What follows belongs to an exercise in optimizing a design on an open flow for small area; a production flow would make more cautious choices. In this exercise RTL edits were held to simulation tests only and were not proved equivalent to the original. No activity file was given, so power comes from the tool's default toggle rates.

==> flow/design.v <==
module spi_port (
    input wire clk,
    input wire rst,
    input wire spi_mosi,
    input wire spi_cs_n,
    output wire cap_now,           
    output wire nxt_a0,            
    output wire nxt_a1,            
    output reg [7:0] value,
    output wire a0,                
    output wire a1,                
    output wire lt8                
);
    reg [10:0] shift_reg;          
    reg [2:0] zeros;               
    reg cs_low_prev;
    reg [1:0] cls;                 
    wire nxt_lt8 = (zeros == 3'd5);
    assign nxt_a0  = nxt_lt8 & (shift_reg[10:8] == 3'd0);
    assign nxt_a1  = nxt_lt8 & (shift_reg[10:8] == 3'd1);
    assign cap_now = spi_cs_n & cs_low_prev;
    assign a0  = (cls == 2'd0);
    assign a1  = (cls == 2'd1);
    assign lt8 = (cls != 2'd3);
    always @(posedge clk) begin
        if (rst) begin
            shift_reg <= 11'b0;
            zeros <= 3'd5;
            cs_low_prev <= 1'b0;
            cls <= 2'd3;
        end else begin
            cs_low_prev <= ~spi_cs_n;
            if (!spi_cs_n) begin
                shift_reg <= {shift_reg[9:0], spi_mosi};
                if (shift_reg[10]) zeros <= 3'd0;
                else if (!nxt_lt8) zeros <= zeros + 3'd1;
            end else if (cs_low_prev) begin
                cls <= {~nxt_a0 & ~nxt_a1, ~nxt_a0 & (~nxt_lt8 | nxt_a1)};
            end
        end
    end
    always @(posedge clk)
        if (cap_now) value <= shift_reg[7:0];
endmodule
module config_memory (
    input wire clk,
    input wire rst,
    input wire cap_now,
    input wire nxt_a0,
    input wire nxt_a1,
    input wire [7:0] value,
    input wire a0,
    input wire a1,
    input wire lt8,
    output reg [7:0] ratio,
    output reg flen_gt1
);
    reg [7:0] mem0;
    reg mem1_gt1;
    wire val_gt1 = |value[7:1];
    always @(posedge clk) begin
        if (rst) begin
            mem0 <= 8'b0;
            mem1_gt1 <= 1'b0;
            ratio <= 8'b0;
            flen_gt1 <= 1'b0;
        end else begin
            if (a0) mem0 <= value;
            if (a1) mem1_gt1 <= val_gt1;
            if (cap_now) begin
                if (nxt_a0) ratio <= lt8 ? value : 8'b0;
                if (nxt_a1) flen_gt1 <= lt8 & val_gt1;
            end else begin
                if (a0) ratio <= mem0;
                if (a1) flen_gt1 <= mem1_gt1;
            end
        end
    end
endmodule
module decimator (
    input wire clk,
    input wire rst,
    input wire [7:0] ratio,
    input wire data_1,
    input wire data_2,
    output reg out_1,
    output reg out_2,
    output reg en
);
    reg [7:0] counter;
    reg dec_clk;
    wire r1 = (ratio == 8'd1);
    wire [8:0] next = {1'b0, counter} + 9'd1;
    wire hit = (ratio != 8'd0) && (next >= {1'b0, ratio});
    always @(posedge clk) begin
        if (rst) begin
            counter <= 8'b0;
            out_1 <= 1'b0;
            out_2 <= 1'b0;
            dec_clk <= 1'b0;
            en <= 1'b0;
        end else begin
            en <= 1'b0;
            if (r1) begin
                out_1 <= data_1;
                out_2 <= data_2;
            end else if (hit) begin
                counter <= 8'b0;
                out_1 <= data_1;
                out_2 <= data_2;
                dec_clk <= ~dec_clk;
                en <= ~dec_clk;
            end else begin
                counter <= next[7:0];
            end
        end
    end
endmodule
module buffer (
    input wire clk,
    input wire rst,
    input wire en,
    input wire data_1,
    input wire data_2,
    input wire flen_gt1,
    output reg [7:0] corr,
    output reg pos,
    output reg neg
);
    reg [255:0] shift_reg_1;
    reg [255:0] shift_reg_2;
    reg seen, full;
    reg [7:0] lfsr;
    wire lfsr_home = (lfsr == 8'h01);
    reg [7:0] corr_neg;
    reg [7:0] corr_pos;
    wire v0   = seen;
    wire v255 = full;
    wire v254 = full | (seen & lfsr_home);
    wire n1_0   = v0 & shift_reg_1[0];
    wire n2_0   = v0 & shift_reg_2[0];
    wire o1_255 = v255 & shift_reg_1[255];
    wire o2_255 = v255 & shift_reg_2[255];
    wire o1_254 = v254 & shift_reg_1[254];
    wire o2_254 = v254 & shift_reg_2[254];
    function [7:0] step(input [7:0] x, input up, input dn);
        integer i;
        reg u, d;
        begin
            u = up & ~dn;
            d = dn & ~up;
            for (i = 0; i < 8; i = i + 1) begin
                step[i] = x[i] ^ (u | d);
                u = u & x[i];
                d = d & ~x[i];
            end
        end
    endfunction
    always @(posedge clk) begin
        if (en) begin
            shift_reg_1 <= {shift_reg_1[254:0], data_1};
            shift_reg_2 <= {shift_reg_2[254:0], data_2};
        end
    end
    wire en_sums = en & flen_gt1;
    always @(posedge clk) begin
        if (rst) begin
            seen <= 1'b0;
            full <= 1'b0;
            lfsr <= 8'h01;
        end else if (en) begin
            seen <= 1'b1;
            if (v254) full <= 1'b1;
            lfsr <= {lfsr[6:0], lfsr[7] ^ lfsr[5] ^ lfsr[4] ^ lfsr[3]};
        end
        if (rst) begin
            corr_neg <= 8'b0;
            corr_pos <= 8'b0;
        end else begin
            corr_neg <= step(corr_neg, en_sums & (n1_0 ^ data_2), en_sums & (o1_255 ^ o2_254));
            corr_pos <= step(corr_pos, en_sums & (data_1 ^ n2_0), en_sums & (o1_254 ^ o2_255));
        end
    end
    always @(posedge clk or posedge rst) begin
        if (rst) begin
            corr <= 8'b0;
            pos <= 1'b0;
            neg <= 1'b0;
        end else begin
            corr <= step(corr, en & (data_1 ^ data_2), en & (o1_255 ^ o2_255));
            if (en) begin
                neg <= corr_neg < corr_pos;
                pos <= corr_pos < corr_neg;
            end
        end
    end
endmodule
module top_module(
    input wire clk,
    input wire rst,
    input wire spi_mosi,
    input wire spi_cs_n,
    input wire mic_data_1,
    input wire mic_data_2,
    output wire [7:0] out,
    output wire pos,
    output wire neg
);
    wire cap_now, nxt_a0, nxt_a1;
    wire [7:0] value;
    wire a0, a1, lt8;
    wire [7:0] ratio;
    wire flen_gt1;
    wire dec_1, dec_2, dec_en;
    spi_port u_spi_port (
        .clk(clk), .rst(rst), .spi_mosi(spi_mosi), .spi_cs_n(spi_cs_n),
        .cap_now(cap_now), .nxt_a0(nxt_a0), .nxt_a1(nxt_a1),
        .value(value), .a0(a0), .a1(a1), .lt8(lt8)
    );
    config_memory u_memory (
        .clk(clk), .rst(rst), .cap_now(cap_now), .nxt_a0(nxt_a0), .nxt_a1(nxt_a1),
        .value(value), .a0(a0), .a1(a1), .lt8(lt8),
        .ratio(ratio), .flen_gt1(flen_gt1)
    );
    decimator u_decimator (
        .clk(clk), .rst(rst), .ratio(ratio), .data_1(mic_data_1), .data_2(mic_data_2),
        .out_1(dec_1), .out_2(dec_2), .en(dec_en)
    );
    buffer u_buffer (
        .clk(clk), .rst(rst), .en(dec_en | (ratio == 8'd1)),
        .data_1(dec_1), .data_2(dec_2), .flen_gt1(flen_gt1),
        .corr(out), .pos(pos), .neg(neg)
    );
endmodule
==> flow/config.mk <==
export PLATFORM = sky130hd
export DESIGN_NAME = top_module
export DESIGN_NICKNAME = top_module
export VERILOG_FILES = /design/flow/design.v
export SDC_FILE = /design/flow/constraint.sdc
export NUM_CORES = 4
export LEC_CHECK = 0
export CAP_MARGIN = 20
export CORE_MARGIN = 2
export CORE_UTILIZATION = 70
export SLEW_MARGIN = 20
==> flow/constraint.sdc <==
create_clock -name core_clock -period 8.0 [get_ports {clk}]
set_input_delay 1.6000 -clock core_clock [delete_from_list [all_inputs] [get_ports {clk}]]
set_output_delay 1.6000 -clock core_clock [all_outputs]
set_load 0.01 [all_outputs]
standard.sh (not shown) runs the stock make flow with config.mk's settings and CLKGATE_MAP_FILE= SYNTH_SCRIPT=/design/flow/synth_recipe.tcl, a recipe that flattens the netlist after the stock synthesis.
==> flow/flow/run.sh <==
#!/bin/bash
# The standard ORFS layout, with two changes: clock tree synthesis without
# dummy loads, and port buffers of the smallest buffer cell.
set -euo pipefail
export CTS_ARGS="-sink_clustering_enable -repair_clock_nets -buf_list sky130_fd_sc_hd__clkbuf_8 -sink_clustering_size 20 -sink_clustering_max_diameter 80 -balance_levels -dont_use_dummy_load"
export BUFFER_PORTS_ARGS="-buffer_cell sky130_fd_sc_hd__buf_1"
bash standard.sh finish > standard_flow.log 2>&1
Rerun with:
--- a/flow/design.v
+++ b/flow/design.v
@@ -161,38 +161,34 @@
             shift_reg_1 <= {shift_reg_1[254:0], data_1};
             shift_reg_2 <= {shift_reg_2[254:0], data_2};
         end
     end
-    wire en_sums = en & flen_gt1;
     always @(posedge clk) begin
         if (rst) begin
             seen <= 1'b0;
             full <= 1'b0;
             lfsr <= 8'h01;
+            corr_neg <= 8'b0;
+            corr_pos <= 8'b0;
         end else if (en) begin
             seen <= 1'b1;
             if (v254) full <= 1'b1;
             lfsr <= {lfsr[6:0], lfsr[7] ^ lfsr[5] ^ lfsr[4] ^ lfsr[3]};
-        end
-        if (rst) begin
-            corr_neg <= 8'b0;
-            corr_pos <= 8'b0;
-        end else begin
-            corr_neg <= step(corr_neg, en_sums & (n1_0 ^ data_2), en_sums & (o1_255 ^ o2_254));
-            corr_pos <= step(corr_pos, en_sums & (data_1 ^ n2_0), en_sums & (o1_254 ^ o2_255));
+            if (flen_gt1) begin
+                corr_neg <= step(corr_neg, n1_0 ^ data_2, o1_255 ^ o2_254);
+                corr_pos <= step(corr_pos, data_1 ^ n2_0, o1_254 ^ o2_255);
+            end
         end
     end
     always @(posedge clk or posedge rst) begin
         if (rst) begin
             corr <= 8'b0;
             pos <= 1'b0;
             neg <= 1'b0;
-        end else begin
-            corr <= step(corr, en & (data_1 ^ data_2), en & (o1_255 ^ o2_255));
-            if (en) begin
-                neg <= corr_neg < corr_pos;
-                pos <= corr_pos < corr_neg;
-            end
+        end else if (en) begin
+            corr <= step(corr, data_1 ^ data_2, o1_255 ^ o2_255);
+            neg <= corr_neg < corr_pos;
+            pos <= corr_pos < corr_neg;
         end
     end
 endmodule
 module top_module(
First-iteration DRC count is higher by a quarter to a third. Clock power is about the same. Fmax increases by about a fifth. Power goes down by a few percent. Flip-flop and latch count stays the same. Count of clock-buffer cells in the layout stays the same. Design area stays flat. Combinational power fell by a little under a tenth. Setup slack improved by 0.67 ns.

========
RTL: the design.v shown in full above, as it stands there.
export LEC_CHECK = 0
export CAP_MARGIN = 20
export CORE_MARGIN = 2
export CORE_UTILIZATION = 70
export SLEW_MARGIN = 20
create_clock -name core_clock -period 8.0 [get_ports {clk}]
==> flow/flow/run.sh <==
#!/bin/bash
# The standard ORFS layout, with these changes:
# - synthesis maps the logic with an area-oriented ABC script (flow/abc.script)
#   in place of ORFS's delay-oriented one; everything else in synthesis,
#   including the register mapping, is the standard synthesis;
# - clock tree synthesis without dummy loads, with clkbuf_8 clusters;
# - port buffers of the smallest buffer cell.
set -euo pipefail
here=$(pwd)
rm -rf "$here/scripts_abc"
cp -r "$FLOW_HOME/scripts" "$here/scripts_abc"
cp "$here/flow/abc.script" "$here/scripts_abc/abc_speed.script"
bash standard.sh SCRIPTS_DIR="$here/scripts_abc" synth > synth_flow.log 2>&1
export CTS_ARGS="-sink_clustering_enable -repair_clock_nets -buf_list sky130_fd_sc_hd__clkbuf_8 -sink_clustering_size 22 -sink_clustering_max_diameter 60 -dont_use_dummy_load"
export BUFFER_PORTS_ARGS="-buffer_cell sky130_fd_sc_hd__buf_1"
bash standard.sh finish > standard_flow.log 2>&1
==> flow/flow/abc.script <==
strash
dch -f
amap
topo
stime -c
Next try:
--- a/flow/design.v
+++ b/flow/design.v
@@ -125,26 +125,21 @@
     input wire flen_gt1,
     output reg [7:0] corr,
     output reg pos,
     output reg neg
 );
-    reg [255:0] shift_reg_1;
-    reg [255:0] shift_reg_2;
-    reg seen, full;
-    reg [7:0] lfsr;
-    wire lfsr_home = (lfsr == 8'h01);
+    reg [255:0] stored_1;
+    reg [255:0] stored_2;
+    reg phase;
     reg [7:0] corr_neg;
     reg [7:0] corr_pos;
-    wire v0   = seen;
-    wire v255 = full;
-    wire v254 = full | (seen & lfsr_home);
-    wire n1_0   = v0 & shift_reg_1[0];
-    wire n2_0   = v0 & shift_reg_2[0];
-    wire o1_255 = v255 & shift_reg_1[255];
-    wire o2_255 = v255 & shift_reg_2[255];
-    wire o1_254 = v254 & shift_reg_1[254];
-    wire o2_254 = v254 & shift_reg_2[254];
+    wire [255:0] shift_reg_1 = stored_1 ^ {256{phase}};
+    wire [255:0] shift_reg_2 = stored_2 ^ {256{phase}};
+    wire sel   = en | rst;             
+    wire sel_n = ~en | rst;            
+    wire [255:0] next_1 = ~(({256{sel_n}} | {stored_1[254:0], data_1 ^ phase}) & ({256{sel}} | stored_1));
+    wire [255:0] next_2 = ~(({256{sel_n}} | {stored_2[254:0], data_2 ^ phase}) & ({256{sel}} | stored_2));
     function [7:0] step(input [7:0] x, input up, input dn);
         integer i;
         reg u, d;
         begin
             u = up & ~dn;
@@ -155,41 +150,33 @@
                 d = d & ~x[i];
             end
         end
     endfunction
     always @(posedge clk) begin
-        if (en) begin
-            shift_reg_1 <= {shift_reg_1[254:0], data_1};
-            shift_reg_2 <= {shift_reg_2[254:0], data_2};
-        end
+        phase <= ~rst & ~phase;
+        stored_1 <= next_1;
+        stored_2 <= next_2;
     end
     wire en_sums = en & flen_gt1;
     always @(posedge clk) begin
-        if (rst) begin
-            seen <= 1'b0;
-            full <= 1'b0;
-            lfsr <= 8'h01;
-        end else if (en) begin
-            seen <= 1'b1;
-            if (v254) full <= 1'b1;
-            lfsr <= {lfsr[6:0], lfsr[7] ^ lfsr[5] ^ lfsr[4] ^ lfsr[3]};
-        end
         if (rst) begin
             corr_neg <= 8'b0;
             corr_pos <= 8'b0;
         end else begin
-            corr_neg <= step(corr_neg, en_sums & (n1_0 ^ data_2), en_sums & (o1_255 ^ o2_254));
-            corr_pos <= step(corr_pos, en_sums & (data_1 ^ n2_0), en_sums & (o1_254 ^ o2_255));
+            corr_neg <= step(corr_neg, en_sums & (shift_reg_1[0] ^ data_2),
+                             en_sums & (shift_reg_1[255] ^ shift_reg_2[254]));
+            corr_pos <= step(corr_pos, en_sums & (data_1 ^ shift_reg_2[0]),
+                             en_sums & (shift_reg_1[254] ^ shift_reg_2[255]));
         end
     end
     always @(posedge clk or posedge rst) begin
         if (rst) begin
             corr <= 8'b0;
             pos <= 1'b0;
             neg <= 1'b0;
         end else begin
-            corr <= step(corr, en & (data_1 ^ data_2), en & (o1_255 ^ o2_255));
+            corr <= step(corr, en & (data_1 ^ data_2), en & (shift_reg_1[255] ^ shift_reg_2[255]));
             if (en) begin
                 neg <= corr_neg < corr_pos;
                 pos <= corr_pos < corr_neg;
             end
         end
Clock power stays flat.
Register-to-register slack improves by 180 ps.
Utilization grows by 1.1 points.
Via count grows by 42%.
Synthesized cell count came out higher by 48%.
Wire length goes up by 13%.

-- re-timing with driven ports --
The flow's constraints put no driver on any port. The routed layouts listed below were extracted and timed again, unchanged, in two steps. Step 1: set_driving_cell puts a clkbuf_16 on clk and a buf_2 on each other input, an assumption about the parent block. Step 2, shift: input delay + t, output delay - t, t = (earliest + latest rising clock arrival at the registers) / 2. This alone moves slack from input paths to output paths. Three values: no drivers, after step 1, after step 2; two values: the first two.
run | shift t [ns] | setup WS [ns] | worst slew at a driven data input, ns
the first run of note 1 | 0.582 | 3.584 / 3.584 / 3.584 | 0.03
the second run of note 1 | 0.581 | 4.250 / 4.262 / 3.681 | 0.03
the first run of note 2 | 0.575 | 3.989 / 4.015 / 3.440 | 0.04
the second run of note 2 | 0.572 | 3.488 / 3.509 / 2.937 | 0.03
After both steps every run listed still meets setup and hold. The setup slack of the second run of note 1, which loses most, moves by +0.012 ns with the drivers and by -0.569 ns with both steps.
